This is an optimization exercise on Yosys and OpenROAD, whose aim is small area and a short achievable clock period, not a production implementation. Function was checked by simulation only, so behaviour that the tests miss may differ from the original.

Setup of gamma:
==> flow/design.v (excerpt) <==
module cordic #(
    parameter integer C_S00_AXIS_TDATA_WIDTH = 32,
    parameter integer C_M00_AXIS_TDATA_WIDTH = 32,
    parameter integer C_NUM_CORDIC_ITERATIONS = 16,
    parameter integer C_CORDIC_FRAC_WIDTH = 16,
    parameter integer C_CORDIC_GAIN = 39796
)(
    input wire s00_axis_aclk,
    input wire s00_axis_aresetn,
    input wire s00_axis_tlast,
    input wire s00_axis_tvalid,
    input wire [C_S00_AXIS_TDATA_WIDTH-1:0] s00_axis_tdata,
    input wire [(C_S00_AXIS_TDATA_WIDTH/8)-1:0] s00_axis_tstrb,
    output logic s00_axis_tready,
    input wire m00_axis_tready,
    output logic m00_axis_tvalid,
    output logic m00_axis_tlast,
    output logic [C_M00_AXIS_TDATA_WIDTH-1:0] m00_axis_tdata,  
    output logic [(C_M00_AXIS_TDATA_WIDTH/8)-1:0] m00_axis_tstrb
);
For scale: ~7500 cells after synthesis, ~1200 flip-flops, ~92000 sq um of cells after synthesis.
clock: 10.0 ns
lec_check: 0
cap_margin: 20
core_margin: 2
core_utilization: 60
place_density: 0.72
slew_margin: 20
standard.sh (not shown) runs the stock make flow with config.mk's settings and CLKGATE_MAP_FILE= SYNTH_SCRIPT=/design/flow/synth_recipe.tcl, a recipe that flattens the netlist after the stock synthesis.
==> flow/flow/run.sh <==
#!/bin/bash
set -euo pipefail
export SETUP_SLACK_MARGIN=5.7
bash standard.sh > standard.log 2>&1
Input-level comparison between alpha and gamma:
diff --git a/flow/design.v b/flow/design.v
--- a/flow/design.v
+++ b/flow/design.v
@@ -30,39 +30,35 @@
     logic f_r [1:16];
     wire [15:0] in_i = s00_axis_tdata[15:0];
     wire [15:0] in_q = s00_axis_tdata[31:16];
     wire [15:0] a_in = in_i[15] ? 16'(-in_i) : in_i;
     wire [15:0] b_in = in_q[15] ? 16'(-in_q) : in_q;
     wire d0_in = b_in[15];
     wire d1_in = d0_in | ($signed({1'b0, b_in}) < $signed({a_in[15], a_in}));
     logic [15:0] a_r, b_r;
-    logic d0_r, d1_r, swp_r;
+    logic d0_r, d1_r;
     always_ff @(posedge s00_axis_aclk) begin
         if (en) begin
             a_r    <= a_in;
             b_r    <= b_in;
             d0_r   <= d0_in;
             d1_r   <= d1_in;
-            swp_r  <= d1_in & ~d0_in;
             f_r[1] <= in_i[15];
             v_r[1] <= s00_axis_tvalid;
             l_r[1] <= s00_axis_tlast;
         end
     end
     wire signed [19:0] a_s = {{4{a_r[15]}}, a_r};
     wire signed [19:0] b_t = {4'd0, b_r};
-    wire swp = swp_r;
+    wire swp = d1_r & ~d0_r;
     wire signed [19:0] p = swp ? b_t : a_s;
     wire signed [19:0] q = swp ? a_s : b_t;
-    wire [19:0] nd = {20{~d1_r}};
-    wire [19:0] xa = p, xb = q << 1, xc = q;
-    wire [19:0] ya = (p << 1) ^ nd, yb = p ^ nd, yc = q ^ ~nd;
-    wire signed [19:0] x2 = xa + xb + xc;
-    wire signed [19:0] y2 = ya + yb + yc + {18'd0, ~d1_r, d1_r};
+    wire signed [19:0] x2 = p + (q <<< 1) + q;
+    wire signed [19:0] y2 = d1_r ? (p <<< 1) + p - q : q - (p <<< 1) - p;
     logic signed [19:0] x2_r, y2_r;
     logic [1:0] dec2_r;
     always_ff @(posedge s00_axis_aclk) begin
         if (en) begin
             x2_r   <= x2;
             y2_r   <= y2;
             dec2_r <= {d1_r, d0_r};
             f_r[2] <= f_r[1];
@@ -94,33 +90,29 @@
             f_r[3] <= f_r[2];
             v_r[3] <= v_r[2];
             l_r[3] <= l_r[2];
         end
     end
     logic [32:0] xw [3:15];
     logic [32:0] yw [3:14];
     logic [17:0] y15c;         
-    logic ylo_w [3:14];        
     logic [13:0] dw [4:16];    
     wire [33:0] x3, y3;
     wire [33:0] kx = dec3_r[2] ? 34'd12117355665 : 34'd12117345716;
     wire [33:0] ky = dec3_r[2] ? (cy_r ? 34'd6748112310 : 34'd6748112308)
                                : (cy_r ? 34'd6748122259 : 34'd6748122257);
     cpa3 fx (.s(xs_r), .c(xc_r), .k(kx), .p(x3));
     cpa3 fy (.s(ys_r), .c(yc_r), .k(ky), .p(y3));
     logic [32:0] x4_r, y4_r;
     logic [2:0] dec4_r;
-    logic xlo3_r;
     always_ff @(posedge s00_axis_aclk) begin
         if (en) begin
             x4_r   <= x3[33:1];
             y4_r   <= y3[33:1];
-            xlo3_r <= |x3[3:1];
-            ylo_w[3] <= |y3[3:1];
             dec4_r <= dec3_r;
             f_r[4] <= f_r[3];
             v_r[4] <= v_r[3];
             l_r[4] <= l_r[3];
         end
     end
     assign xw[3] = x4_r;
     assign yw[3] = y4_r;
@@ -129,18 +121,18 @@
     generate for (k = 3; k < 15; k = k + 1) begin : it
         localparam integer WI = (k < 4) ? 33 : 32;   
         localparam integer WO = (k < 3) ? 33 : 32;   
         wire [WI-1:0] x = xw[k][WI-1:0];
         wire [WI-1:0] y = yw[k][WI-1:0];
         wire s = y[WI-1];
         wire [WI-1:0] xs = (k < 4) ? WI'($signed(x) >>> k) : (x >> k);
         wire [WI-1:0] ys = WI'($signed(y) >>> k);
-        wire ylo = ylo_w[k];
-        wire xlo = (k == 3) ? xlo3_r : 1'b0;   
+        wire ylo = |y[k-1:0];
+        wire xlo = |x[k-1:0];
         wire xneg = (k < 4) ? x[WI-1] : 1'b0;
         wire cx = s & ~ylo;
         wire cy = s ? (xneg & xlo) : ~(xneg & xlo);
         wire [WO-1:0] xn, yn;
         wire [WO-1:0] yop = WO'(y[WI-2:k] ^ {(WI-1-k){s}});
         addc #(WO) ax (.a(x[WO-1:0]), .b(yop), .ci(cx), .s(xn));
         addc #(WO) ay (.a(y[WO-1:0]), .b(xs[WO-1:0] ^ {WO{~s}}), .ci(cy), .s(yn));
         logic [WO-1:0] x_r;
@@ -153,20 +145,17 @@
                 v_r[k+2] <= v_r[k+1];
                 l_r[k+2] <= l_r[k+1];
             end
         end
         assign xw[k+1] = 33'(x_r);
         if (k < 14) begin : yfull
             logic [WO-1:0] y_r;
             always_ff @(posedge s00_axis_aclk) begin
-                if (en) begin
-                    y_r <= yn;
-                    ylo_w[k+1] <= |yn[k:0];
-                end
+                if (en) y_r <= yn;
             end
             assign yw[k+1] = 33'($signed(y_r));
         end else begin : ylast
             logic [17:0] y_r;
             always_ff @(posedge s00_axis_aclk) begin
                 if (en) y_r <= {yn[31:15], |yn[14:0]};
             end
             assign y15c = y_r;
[summary]
The final reports for alpha and gamma show placed cell count higher in the former. Going from gamma to alpha, the layout sequential cell count was found to have gone down by 15. In terms of final critical-path share of the clock period, alpha and gamma differ only marginally. The clock slew seen by the registers of the worst setup and hold paths on gamma is in line with that on alpha. Cmp gamma and alpha / fraction of the mapped netlist area in simple logic gates / higher: alpha. In alpha relative to gamma, via count had gone up by a few percent. Routability-driven placement congestion ratio: alpha > gamma. alpha ended up with a higher final critical delay including setup and external delays than gamma did. alpha vs. gamma: adder and majority cell fraction of the synthesized area -0.22 points; final area +about 3.7%; worst setup slack -0.013 ns.

static timing again, ports no longer ideal:
The results above use ideal ports. As a check the final layouts listed here were re-extracted and re-timed, cells and wires unchanged. Step 1 (the two cells are an assumption about what drives the block):
set clk [get_ports {s00_axis_aclk}]
set_driving_cell -lib_cell sky130_fd_sc_hd__clkbuf_16 $clk
set_driving_cell -lib_cell sky130_fd_sc_hd__buf_2 [delete_from_list [all_inputs] $clk]
Step 2 also shifts input and output timing later by t, the mid clock arrival at the registers, as if the neighbouring blocks saw the same clock. Slacks: no drivers / after step 1 / after step 2; pairs: no drivers / after step 1.
| run | shift t [ns] | setup slack, ns | worst setup path after step 2 | clock arrival spread, ns | worst slew at a driven data input, ns |
|---|---|---|---|---|---|
| gamma | 0.854 | 5.670 / 5.544 / 4.892 | input to register | 0.031 / 0.032 | 0.20 |
| alpha | 0.830 | 5.657 / 5.512 / 4.994 | input to register | 0.036 / 0.036 | 0.17 |
After both steps setup and hold are still met in every run listed. The setup slack of gamma, which loses most, moves by -0.126 ns with the drivers and by -0.778 ns with both steps.
